What follows belongs to an exercise in optimizing a design on an open flow for small area, a short achievable clock period and few clock cycles per item; a production flow would make more cautious choices.
In this exercise RTL edits were held to simulation tests only and were not proved equivalent to the original.
Power and IR drop assume default switching activity.

==> flow/design.v <==
`timescale 1 ns / 1 ps
module fir_shift_reg_ram (addr0, ce0, d0, we0, q0,  clk, reset);
parameter DWIDTH = 32;
parameter AWIDTH = 4;
parameter MEM_SIZE = 11;
input[AWIDTH-1:0] addr0;
input ce0;
input[DWIDTH-1:0] d0;
input we0;
output reg[DWIDTH-1:0] q0;
input clk;
input reset;
(* ram_style = "distributed" *)reg [DWIDTH-1:0] ram[0:MEM_SIZE-1];
integer i;
always @(posedge clk)  
begin 
    if (reset) begin
        for (i = 0; i < MEM_SIZE; i = i + 1)
            ram[i] <= {DWIDTH{1'b0}};
    end else if (ce0) begin
        if (we0) 
            ram[addr0] <= d0; 
        q0 <= ram[addr0];
    end
end
endmodule
`timescale 1 ns / 1 ps
module fir_shift_reg(
    reset,
    clk,
    address0,
    ce0,
    we0,
    d0,
    q0);
parameter DataWidth = 32'd32;
parameter AddressRange = 32'd11;
parameter AddressWidth = 32'd4;
input reset;
input clk;
input[AddressWidth - 1:0] address0;
input ce0;
input we0;
input[DataWidth - 1:0] d0;
output[DataWidth - 1:0] q0;
fir_shift_reg_ram fir_shift_reg_ram_U(
    .clk( clk ),
    .reset( reset ),
    .addr0( address0 ),
    .ce0( ce0 ),
    .we0( we0 ),
    .d0( d0 ),
    .q0( q0 ));
endmodule
`timescale 1 ns / 1 ps
module fir_mul_32s_32s_3bkb_MulnS_0(clk, ce, a, b, p);
input clk;
input ce;
input[32 - 1 : 0] a; 
input[32 - 1 : 0] b; 
output[32 - 1 : 0] p;
reg signed [32 - 1 : 0] a_reg0;
reg signed [32 - 1 : 0] b_reg0;
wire signed [32 - 1 : 0] tmp_product;
reg signed [32 - 1 : 0] buff0;
reg signed [32 - 1 : 0] buff1;
reg signed [32 - 1 : 0] buff2;
reg signed [32 - 1 : 0] buff3;
reg signed [32 - 1 : 0] buff4;
assign p = buff4;
assign tmp_product = a_reg0 * b_reg0;
always @ (posedge clk) begin
    if (ce) begin
        a_reg0 <= a;
        b_reg0 <= b;
        buff0 <= tmp_product;
        buff1 <= buff0;
        buff2 <= buff1;
        buff3 <= buff2;
        buff4 <= buff3;
    end
end
endmodule
`timescale 1 ns / 1 ps
module fir_mul_32s_32s_3bkb(
    clk,
    reset,
    ce,
    din0,
    din1,
    dout);
parameter ID = 32'd1;
parameter NUM_STAGE = 32'd1;
parameter din0_WIDTH = 32'd1;
parameter din1_WIDTH = 32'd1;
parameter dout_WIDTH = 32'd1;
input clk;
input reset;
input ce;
input[din0_WIDTH - 1:0] din0;
input[din1_WIDTH - 1:0] din1;
output[dout_WIDTH - 1:0] dout;
fir_mul_32s_32s_3bkb_MulnS_0 fir_mul_32s_32s_3bkb_MulnS_0_U(
    .clk( clk ),
    .ce( ce ),
    .a( din0 ),
    .b( din1 ),
    .p( dout ));
endmodule
`timescale 1 ns / 1 ps 
(* CORE_GENERATION_INFO="fir,hls_ip_2019_2,{HLS_INPUT_TYPE=c,HLS_INPUT_FLOAT=0,HLS_INPUT_FIXED=0,HLS_INPUT_PART=xc7k160t-fbg484-1,HLS_INPUT_CLOCK=3.333000,HLS_INPUT_ARCH=others,HLS_SYN_CLOCK=2.850000,HLS_SYN_LAT=122,HLS_SYN_TPT=none,HLS_SYN_MEM=0,HLS_SYN_DSP=3,HLS_SYN_FF=494,HLS_SYN_LUT=224,HLS_VERSION=2019_2}" *)
module fir (
        ap_clk,
        ap_rst,
        ap_start,
        ap_done,
        ap_idle,
        ap_ready,
        y,
        y_ap_vld,
        c_address0,
        c_ce0,
        c_q0,
        x
);
parameter    ap_ST_fsm_state1 = 12'd1;
parameter    ap_ST_fsm_state2 = 12'd2;
parameter    ap_ST_fsm_state3 = 12'd4;
parameter    ap_ST_fsm_state4 = 12'd8;
parameter    ap_ST_fsm_state5 = 12'd16;
parameter    ap_ST_fsm_state6 = 12'd32;
parameter    ap_ST_fsm_state7 = 12'd64;
parameter    ap_ST_fsm_state8 = 12'd128;
parameter    ap_ST_fsm_state9 = 12'd256;
parameter    ap_ST_fsm_state10 = 12'd512;
parameter    ap_ST_fsm_state11 = 12'd1024;
parameter    ap_ST_fsm_state12 = 12'd2048;
input   ap_clk;
input   ap_rst;
input   ap_start;
output   ap_done;
output   ap_idle;
output   ap_ready;
output  [31:0] y;
output   y_ap_vld;
output  [3:0] c_address0;
output   c_ce0;
input  [31:0] c_q0;
input  [31:0] x;
reg ap_done;
reg ap_idle;
reg ap_ready;
reg y_ap_vld;
reg c_ce0;
(* fsm_encoding = "none" *) reg   [11:0] ap_CS_fsm;
wire    ap_CS_fsm_state1;
reg   [3:0] shift_reg_address0;
reg    shift_reg_ce0;
reg    shift_reg_we0;
reg   [31:0] shift_reg_d0;
wire   [31:0] shift_reg_q0;
wire  signed [31:0] sext_ln60_fu_133_p1;
reg  signed [31:0] sext_ln60_reg_180;
wire    ap_CS_fsm_state2;
wire   [0:0] icmp_ln61_fu_145_p2;
reg   [0:0] icmp_ln61_reg_189;
wire   [0:0] tmp_fu_137_p3;
wire    ap_CS_fsm_state3;
wire   [4:0] grp_fu_126_p2;
reg   [4:0] i_reg_208;
reg  signed [31:0] c_load_reg_213;
wire    ap_CS_fsm_state4;
wire   [31:0] grp_fu_164_p2;
reg   [31:0] mul_ln68_reg_218;
wire    ap_CS_fsm_state11;
wire   [31:0] acc_fu_169_p2;
wire    ap_CS_fsm_state12;
reg   [31:0] acc_0_reg_91;
wire  signed [4:0] ap_phi_mux_i_0_phi_fu_108_p4;
reg  signed [4:0] i_0_reg_104;
reg  signed [31:0] data_0_reg_116;
wire   [63:0] zext_ln65_fu_151_p1;
wire   [63:0] zext_ln65_1_fu_156_p1;
wire   [63:0] zext_ln68_fu_160_p1;
reg  signed [4:0] grp_fu_126_p0;
wire    ap_CS_fsm_state5;
reg   [11:0] ap_NS_fsm;
fir_shift_reg #(
    .DataWidth( 32 ),
    .AddressRange( 11 ),
    .AddressWidth( 4 ))
shift_reg_U(
    .clk(ap_clk),
    .reset(ap_rst),
    .address0(shift_reg_address0),
    .ce0(shift_reg_ce0),
    .we0(shift_reg_we0),
    .d0(shift_reg_d0),
    .q0(shift_reg_q0)
);
fir_mul_32s_32s_3bkb #(
    .ID( 1 ),
    .NUM_STAGE( 7 ),
    .din0_WIDTH( 32 ),
    .din1_WIDTH( 32 ),
    .dout_WIDTH( 32 ))
fir_mul_32s_32s_3bkb_U1(
    .clk(ap_clk),
    .reset(ap_rst),
    .din0(c_load_reg_213),
    .din1(data_0_reg_116),
    .ce(1'b1),
    .dout(grp_fu_164_p2)
);
always @ (posedge ap_clk) begin
    if (ap_rst == 1'b1) begin
        ap_CS_fsm <= ap_ST_fsm_state1;
    end else begin
        ap_CS_fsm <= ap_NS_fsm;
    end
end
always @ (posedge ap_clk) begin
    if ((1'b1 == ap_CS_fsm_state12)) begin
        acc_0_reg_91 <= acc_fu_169_p2;
    end else if (((1'b1 == ap_CS_fsm_state1) & (ap_start == 1'b1))) begin
        acc_0_reg_91 <= 32'd0;
    end
end
always @ (posedge ap_clk) begin
    if (((icmp_ln61_reg_189 == 1'd0) & (1'b1 == ap_CS_fsm_state3))) begin
        data_0_reg_116 <= shift_reg_q0;
    end else if (((tmp_fu_137_p3 == 1'd0) & (icmp_ln61_fu_145_p2 == 1'd1) & (1'b1 == ap_CS_fsm_state2))) begin
        data_0_reg_116 <= x;
    end
end
always @ (posedge ap_clk) begin
    if ((1'b1 == ap_CS_fsm_state12)) begin
        i_0_reg_104 <= i_reg_208;
    end else if (((1'b1 == ap_CS_fsm_state1) & (ap_start == 1'b1))) begin
        i_0_reg_104 <= 5'd10;
    end
end
always @ (posedge ap_clk) begin
    if ((1'b1 == ap_CS_fsm_state4)) begin
        c_load_reg_213 <= c_q0;
    end
end
always @ (posedge ap_clk) begin
    if ((1'b1 == ap_CS_fsm_state3)) begin
        i_reg_208 <= grp_fu_126_p2;
    end
end
always @ (posedge ap_clk) begin
    if (((tmp_fu_137_p3 == 1'd0) & (1'b1 == ap_CS_fsm_state2))) begin
        icmp_ln61_reg_189 <= icmp_ln61_fu_145_p2;
    end
end
always @ (posedge ap_clk) begin
    if ((1'b1 == ap_CS_fsm_state11)) begin
        mul_ln68_reg_218 <= grp_fu_164_p2;
    end
end
always @ (posedge ap_clk) begin
    if ((1'b1 == ap_CS_fsm_state2)) begin
        sext_ln60_reg_180 <= sext_ln60_fu_133_p1;
    end
end
always @ (*) begin
    if (((tmp_fu_137_p3 == 1'd1) & (1'b1 == ap_CS_fsm_state2))) begin
        ap_done = 1'b1;
    end else begin
        ap_done = 1'b0;
    end
end
always @ (*) begin
    if (((ap_start == 1'b0) & (1'b1 == ap_CS_fsm_state1))) begin
        ap_idle = 1'b1;
    end else begin
        ap_idle = 1'b0;
    end
end
always @ (*) begin
    if (((tmp_fu_137_p3 == 1'd1) & (1'b1 == ap_CS_fsm_state2))) begin
        ap_ready = 1'b1;
    end else begin
        ap_ready = 1'b0;
    end
end
always @ (*) begin
    if ((1'b1 == ap_CS_fsm_state3)) begin
        c_ce0 = 1'b1;
    end else begin
        c_ce0 = 1'b0;
    end
end
always @ (*) begin
    if ((1'b1 == ap_CS_fsm_state3)) begin
        grp_fu_126_p0 = i_0_reg_104;
    end else if ((1'b1 == ap_CS_fsm_state2)) begin
        grp_fu_126_p0 = ap_phi_mux_i_0_phi_fu_108_p4;
    end else begin
        grp_fu_126_p0 = 'bx;
    end
end
always @ (*) begin
    if ((1'b1 == ap_CS_fsm_state3)) begin
        shift_reg_address0 = zext_ln65_1_fu_156_p1;
    end else if (((tmp_fu_137_p3 == 1'd0) & (icmp_ln61_fu_145_p2 == 1'd1) & (1'b1 == ap_CS_fsm_state2))) begin
        shift_reg_address0 = 4'd0;
    end else if (((tmp_fu_137_p3 == 1'd0) & (icmp_ln61_fu_145_p2 == 1'd0) & (1'b1 == ap_CS_fsm_state2))) begin
        shift_reg_address0 = zext_ln65_fu_151_p1;
    end else begin
        shift_reg_address0 = 'bx;
    end
end
always @ (*) begin
    if (((1'b1 == ap_CS_fsm_state3) | ((tmp_fu_137_p3 == 1'd0) & (icmp_ln61_fu_145_p2 == 1'd0) & (1'b1 == ap_CS_fsm_state2)) | ((tmp_fu_137_p3 == 1'd0) & (icmp_ln61_fu_145_p2 == 1'd1) & (1'b1 == ap_CS_fsm_state2)))) begin
        shift_reg_ce0 = 1'b1;
    end else begin
        shift_reg_ce0 = 1'b0;
    end
end
always @ (*) begin
    if ((1'b1 == ap_CS_fsm_state3)) begin
        shift_reg_d0 = shift_reg_q0;
    end else if (((tmp_fu_137_p3 == 1'd0) & (icmp_ln61_fu_145_p2 == 1'd1) & (1'b1 == ap_CS_fsm_state2))) begin
        shift_reg_d0 = x;
    end else begin
        shift_reg_d0 = 'bx;
    end
end
always @ (*) begin
    if ((((icmp_ln61_reg_189 == 1'd0) & (1'b1 == ap_CS_fsm_state3)) | ((tmp_fu_137_p3 == 1'd0) & (icmp_ln61_fu_145_p2 == 1'd1) & (1'b1 == ap_CS_fsm_state2)))) begin
        shift_reg_we0 = 1'b1;
    end else begin
        shift_reg_we0 = 1'b0;
    end
end
always @ (*) begin
    if (((tmp_fu_137_p3 == 1'd1) & (1'b1 == ap_CS_fsm_state2))) begin
        y_ap_vld = 1'b1;
    end else begin
        y_ap_vld = 1'b0;
    end
end
always @ (*) begin
    case (ap_CS_fsm)
        ap_ST_fsm_state1 : begin
            if (((1'b1 == ap_CS_fsm_state1) & (ap_start == 1'b1))) begin
                ap_NS_fsm = ap_ST_fsm_state2;
            end else begin
                ap_NS_fsm = ap_ST_fsm_state1;
            end
        end
        ap_ST_fsm_state2 : begin
            if (((tmp_fu_137_p3 == 1'd1) & (1'b1 == ap_CS_fsm_state2))) begin
                ap_NS_fsm = ap_ST_fsm_state1;
            end else begin
                ap_NS_fsm = ap_ST_fsm_state3;
            end
        end
        ap_ST_fsm_state3 : begin
            ap_NS_fsm = ap_ST_fsm_state4;
        end
        ap_ST_fsm_state4 : begin
            ap_NS_fsm = ap_ST_fsm_state5;
        end
        ap_ST_fsm_state5 : begin
            ap_NS_fsm = ap_ST_fsm_state6;
        end
        ap_ST_fsm_state6 : begin
            ap_NS_fsm = ap_ST_fsm_state7;
        end
        ap_ST_fsm_state7 : begin
            ap_NS_fsm = ap_ST_fsm_state8;
        end
        ap_ST_fsm_state8 : begin
            ap_NS_fsm = ap_ST_fsm_state9;
        end
        ap_ST_fsm_state9 : begin
            ap_NS_fsm = ap_ST_fsm_state10;
        end
        ap_ST_fsm_state10 : begin
            ap_NS_fsm = ap_ST_fsm_state11;
        end
        ap_ST_fsm_state11 : begin
            ap_NS_fsm = ap_ST_fsm_state12;
        end
        ap_ST_fsm_state12 : begin
            ap_NS_fsm = ap_ST_fsm_state2;
        end
        default : begin
            ap_NS_fsm = 'bx;
        end
    endcase
end
assign acc_fu_169_p2 = (mul_ln68_reg_218 + acc_0_reg_91);
assign ap_CS_fsm_state1 = ap_CS_fsm[32'd0];
assign ap_CS_fsm_state11 = ap_CS_fsm[32'd10];
assign ap_CS_fsm_state12 = ap_CS_fsm[32'd11];
assign ap_CS_fsm_state2 = ap_CS_fsm[32'd1];
assign ap_CS_fsm_state3 = ap_CS_fsm[32'd2];
assign ap_CS_fsm_state4 = ap_CS_fsm[32'd3];
assign ap_CS_fsm_state5 = ap_CS_fsm[32'd4];
assign ap_phi_mux_i_0_phi_fu_108_p4 = i_0_reg_104;
assign c_address0 = zext_ln68_fu_160_p1;
assign grp_fu_126_p2 = ($signed(grp_fu_126_p0) + $signed(5'd31));
assign icmp_ln61_fu_145_p2 = ((i_0_reg_104 == 5'd0) ? 1'b1 : 1'b0);
assign sext_ln60_fu_133_p1 = i_0_reg_104;
assign tmp_fu_137_p3 = i_0_reg_104[32'd4];
assign y = acc_0_reg_91;
assign zext_ln65_1_fu_156_p1 = $unsigned(sext_ln60_reg_180);
assign zext_ln65_fu_151_p1 = grp_fu_126_p2;
assign zext_ln68_fu_160_p1 = $unsigned(sext_ln60_reg_180);
endmodule  
==> flow/run.sh <==
#!/bin/bash
# synth_recipe.tcl (not shown) runs the flow's synth.tcl, then flattens the netlist and writes it again
# the make line also repeats each setting of config.mk as NAME=value (left out here)
make -C /OpenROAD-flow-scripts/flow DESIGN_CONFIG=/design/flow/config.mk WORK_HOME=/design/flow/orfs CLKGATE_MAP_FILE= SYNTH_SCRIPT=/design/flow/synth_recipe.tcl finish
==> flow/config.mk <==
export PLATFORM = sky130hd
export DESIGN_NAME = fir
export DESIGN_NICKNAME = fir
export VERILOG_FILES = /design/flow/design.v
export SDC_FILE = /design/flow/constraint.sdc
export NUM_CORES = 4
export LEC_CHECK = 0
export CAP_MARGIN = 20
export CORE_MARGIN = 2
export CORE_UTILIZATION = 40
export PLACE_DENSITY = 0.6
export SLEW_MARGIN = 20
==> flow/constraint.sdc <==
create_clock -name core_clock -period 8.5 [get_ports {ap_clk}]
set_input_delay 1.7000 -clock core_clock [delete_from_list [all_inputs] [get_ports {ap_clk}]]
set_output_delay 1.7000 -clock core_clock [all_outputs]
set_load 0.01 [all_outputs]
==> summary.txt <==
Pwr
  • Worst IR Drop VDD: 178 uV
  • Cell area power density: about 180 nW/um^2
  • Sequential share of power: 0.494
  • Comb pwr share: 0.093
  • P_int: 8.03 mW
  • Switching Share: 0.238
  • Leak Pwr: 23.0 nW
  • Clk pwr share: 0.413
  • Net Sw Power: 2.50 mW

Drt
  • DRT Wirelength: ~130 mm
  • Total iterations of the first detailed-routing run: 6
  • Starting DRC count in detailed routing: around 2800
  • Routed vias/inst: 5.23
  • WL/cell: 21.0 microns
  • Vias: between 30000 and 40000
  • Routed Antenna Nets: 0
  • Drt drc: 0

Logic synthesis
  • Synth cell count leaders: nand2_1 (827), edfxtp_1 (655), inv_1 (490)
  • Adder-Cell Fraction of Synth Area: 0.205
  • Simple-gate share of the synthesized area: 0.163
  • Avg Synthesized Cell Area: 11.0 sq um
  • Register area share after synthesis: 0.490
  • Mapped Cells: ~4600
  • Fraction of registers with async set/reset: 0
  • Post-synth top area share: 0.385
  • Synth warnings: 3
  • Compound-Gate Fraction of Synth Area: 0.0496
  • Multiplexer area fraction after synthesis: 0.0151
  • Count of state elements after synthesis: approximately 900
  • Main synth FF type: edfxtp_1
  • Largest cells by area after synthesis: edfxtp_1 (39%), fa_1 (16%), dfxtp_1 (11%)
  • Post-synthesis xor/xnor area fraction: 0.0194
  • Dominant cell type by area after synthesis: edfxtp_1
  • Synth Net Count: between 5000 and 6000
  • EDFF count, synth: roughly 660
  • Yosys cell types: 68
  • Largest family of logic cells by synthesized area: adder cells
  • Most frequent cell after synthesis: nand2_1
  • Synth Cell Area: approximately 50000 sq um

Clocking
  • H-tree depth: 3
  • CTS tree: yes
  • Clock sink total: between 900 and 1000
  • Post_cts resized: 0
  • Total CTS buffers: between 90 and 100
  • Worst-Skew Late Latency: 720 ps
  • CTS clk-pin slew, worst paths: about 60 ps
  • Clock Tree Buf Depth: 3
  • Postcts setup bufs: 0
  • CTS Root Cell: clkbuf_16
  • CTS Hold Bufs: 0

Timing
  • RSZ-0062 raised after global routing: no
  • Setup-failing EPs final: 0
  • Final Hold Fails: 0
  • Final slew viol count: 0
  • Slew HR: 0.287
  • Tmin final: a little under 8000 ps
  • Worst-Margin Slew: between 1000 and 1500 ps
  • Hold Slack: between 300 and 400 ps
  • Sum Neg Setup Slack: 0 ps
  • Final worst path period share: 0.907
  • FMAX: 0.130 GHz
  • Clock skew: roughly 48 ps

Worst setup path
  • Crit end category: register
  • Crit Path Class: register to register
  • Crit path max fanout: 29
  • CP arrival: between 8000 and 9000 ps
  • FF-to-FF path depth: 19
  • Flop-to-flop setup slack: about 800 ps
  • Crit path required time: about 9100 ps
  • Critical path startpoint category: register

Global routing
  • Global-route wire length before repair: ~200 mm
  • Pin count of the biggest net entering global routing: 182
  • All-Layer GR Usage: 0.206
  • Met3 usage: 0.0355
  • M2 GR Usage: 0.349
  • Gr busiest metal: met2
  • Antenna violations before repair: 5
  • GRT Residual Overflow: 0
  • Vias in the first global route: ~34000
  • Grt met1 use: 0.267

Place
  • # placed instances: between 6000 and 7000
  • GP Congestion: 0.831
  • Number of port buffers: 107
  • Detailed Place HPWL: between 80 and 90 mm

Layout
  • Final nets: ~5300
  • # fillers: 11667
  • P&R area growth vs syn: 12.0%
  • Ant diodes: 0
  • Final Util: 0.450
  • Finished Layout Cells: ~6400
  • Fraction of layout cells with a size suffix above 1: 0.0720

Floorplanning
  • Chip width: 361 microns
  • # rows: 131
  • Starting Density: 0.402
  • I/O pins: approximately 110
  • Die area: approximately 130000 sq um
  • Core ar.: 127000 sq um
  • Die Ht: roughly 360 microns

Worst hold path
  • Hold WC Path Type: register to register

Status
  • Outcome: no timing/DRC/antenna violations

Flow run
  • Max-Cap Viols: 0
## through the flow
step                      worst slack [ps]  power, mW  area (sq um)
after floorplan                       1660       5.93         51000
after global placement                 940       6.26         53800
after detailed placement               822       6.28         53800
after CTS                              826       10.6         57100
after global routing                   497       10.9         57200
final                                  792       10.5         57200
## layout by cell type (no fill, tap or decap), drive strengths merged, types with 7 or more instances in the layout
cell type and count:
a211oi 7, o21a 9, buf 71, nand2 827
a21o 18, o21bai 8, mux2 64, a31oi 37
o21ai 44, xnor2 85, and2 337, ha 182
edfxtp 655, nand3 176, clkdlybuf4s50 106, a311oi 96
nor2b 7, dfxtp 268, xor2 28, inv 494
clkinv 39, a21oi 108, and3 77, clkbuf 134
nor2 323, fa 409, nand2b 26, nor3 23
## logic make-up (layout without fill, tap and decap cells)
family | count (synthesis) | in the layout
simple gates | 1823 | 1823
flops | 923 | 923
buf+inv | 749 | 849
fa+ha+maj | 591 | 591
compound gates | 366 | 366
xor+xnor | 113 | 113
mux | 69 | 69
## per-layer routing
metal	up-vias	part of all wire
met5	-	0
met4	0	0.031
met3	254	0.070
met2	1109	0.49
met1	16864	0.41
li1	15225	-
## critical path, stage by stage (launching register included)
cell and delay, ps:
dfxtp_1 980, and2_1 270, fa_1 450, fa_1 490, inv_1 50, fa_1 520, fa_1 560, inv_1 50
fa_1 480, fa_1 580, fa_1 430, fa_1 480, ha_1 370, and3_1 230, nand2_1 60, or3_1 360
o311ai_0 740, a31o_2 280, a21oi_1 80, xnor2_1 120
## power by group through the flow
stage	clock network [mW]	registers (mW)	logic [mW]
finish	4.35	5.20	0.982
floorplan	0	5.27	0.652
global route	4.60	5.23	1.08
global placement	0	5.29	0.972
CTS	4.44	5.21	0.986
detailed placement	0	5.30	0.981
## area by class of cell
cell class              instances  area [sq um]  share of cell area
repair buffers                177          1630              0.0285
well taps                    1662          2080              0.0364
flip-flops and latches        923         25000               0.438
clock inverters                48           420             0.00735
inverters                     490          1840              0.0322
clock buffers                 134          2920              0.0511
multi-input cells            2962         23200               0.407
## how the worst min path moves through the flow
stage | end | from | depth (start not counted) | slack [ps]
CTS | register | register | 0 | 320
floorplan | register | register | 0 | 310
global route | register | register | 0 | 320
finish | register | register | 0 | 320
global placement | register | register | 0 | 310
detailed placement | register | register | 0 | 310
## state kept, by name (all words and copies together) (netlist names), named ones only
signal / cells
fir_mul_32s_32s_3bkb_U1.fir_mul_32s_32s_3bkb_MulnS_0_U.buff3: 32
fir_mul_32s_32s_3bkb_U1.fir_mul_32s_32s_3bkb_MulnS_0_U.buff4: 32
icmp_ln61_reg_189: 1
shift_reg_U.fir_shift_reg_ram_U.ram: 512
c_load_reg_213: 32
mul_ln68_reg_218: 32
ap_CS_fsm: 12
shift_reg_U.fir_shift_reg_ram_U.q0: 32
i_0_reg_104: 5
i_reg_208: 5
fir_mul_32s_32s_3bkb_U1.fir_mul_32s_32s_3bkb_MulnS_0_U.buff1: 32
sext_ln60_reg_180: 4
data_0_reg_116: 32
fir_mul_32s_32s_3bkb_U1.fir_mul_32s_32s_3bkb_MulnS_0_U.buff2: 32
acc_0_reg_91: 32
fir_mul_32s_32s_3bkb_U1.fir_mul_32s_32s_3bkb_MulnS_0_U.buff0: 32
Testbench counts, summed over its fixed seeds: cycles 196,800, items 1,600.

[re-timing with driven ports]
No port has a modelled driver above. Below, the same layout with a new extraction and two added sets of constraints. Step 1, drivers: a clkbuf_16 drives ap_clk and a buf_2 each remaining input, both assumed. Step 2 moves the port delays by t, midway between the first and last clock arrival at a register: inputs arrive t later, outputs are due t later. That takes back most of the time a late clock gives input paths. a / b / c = ideal / step 1 / step 2; a / b = the first two.
t (ns): 0.764
setup WS [ns]: 0.792 / 0.792 / 0.792
worst setup path after step 2: register to register
clock arrival spread, ns: 0.052 / 0.051
After both steps this run still meets setup and hold. The setup slack of this run moves by 0.000 ns with the drivers and by 0.000 ns with both steps.
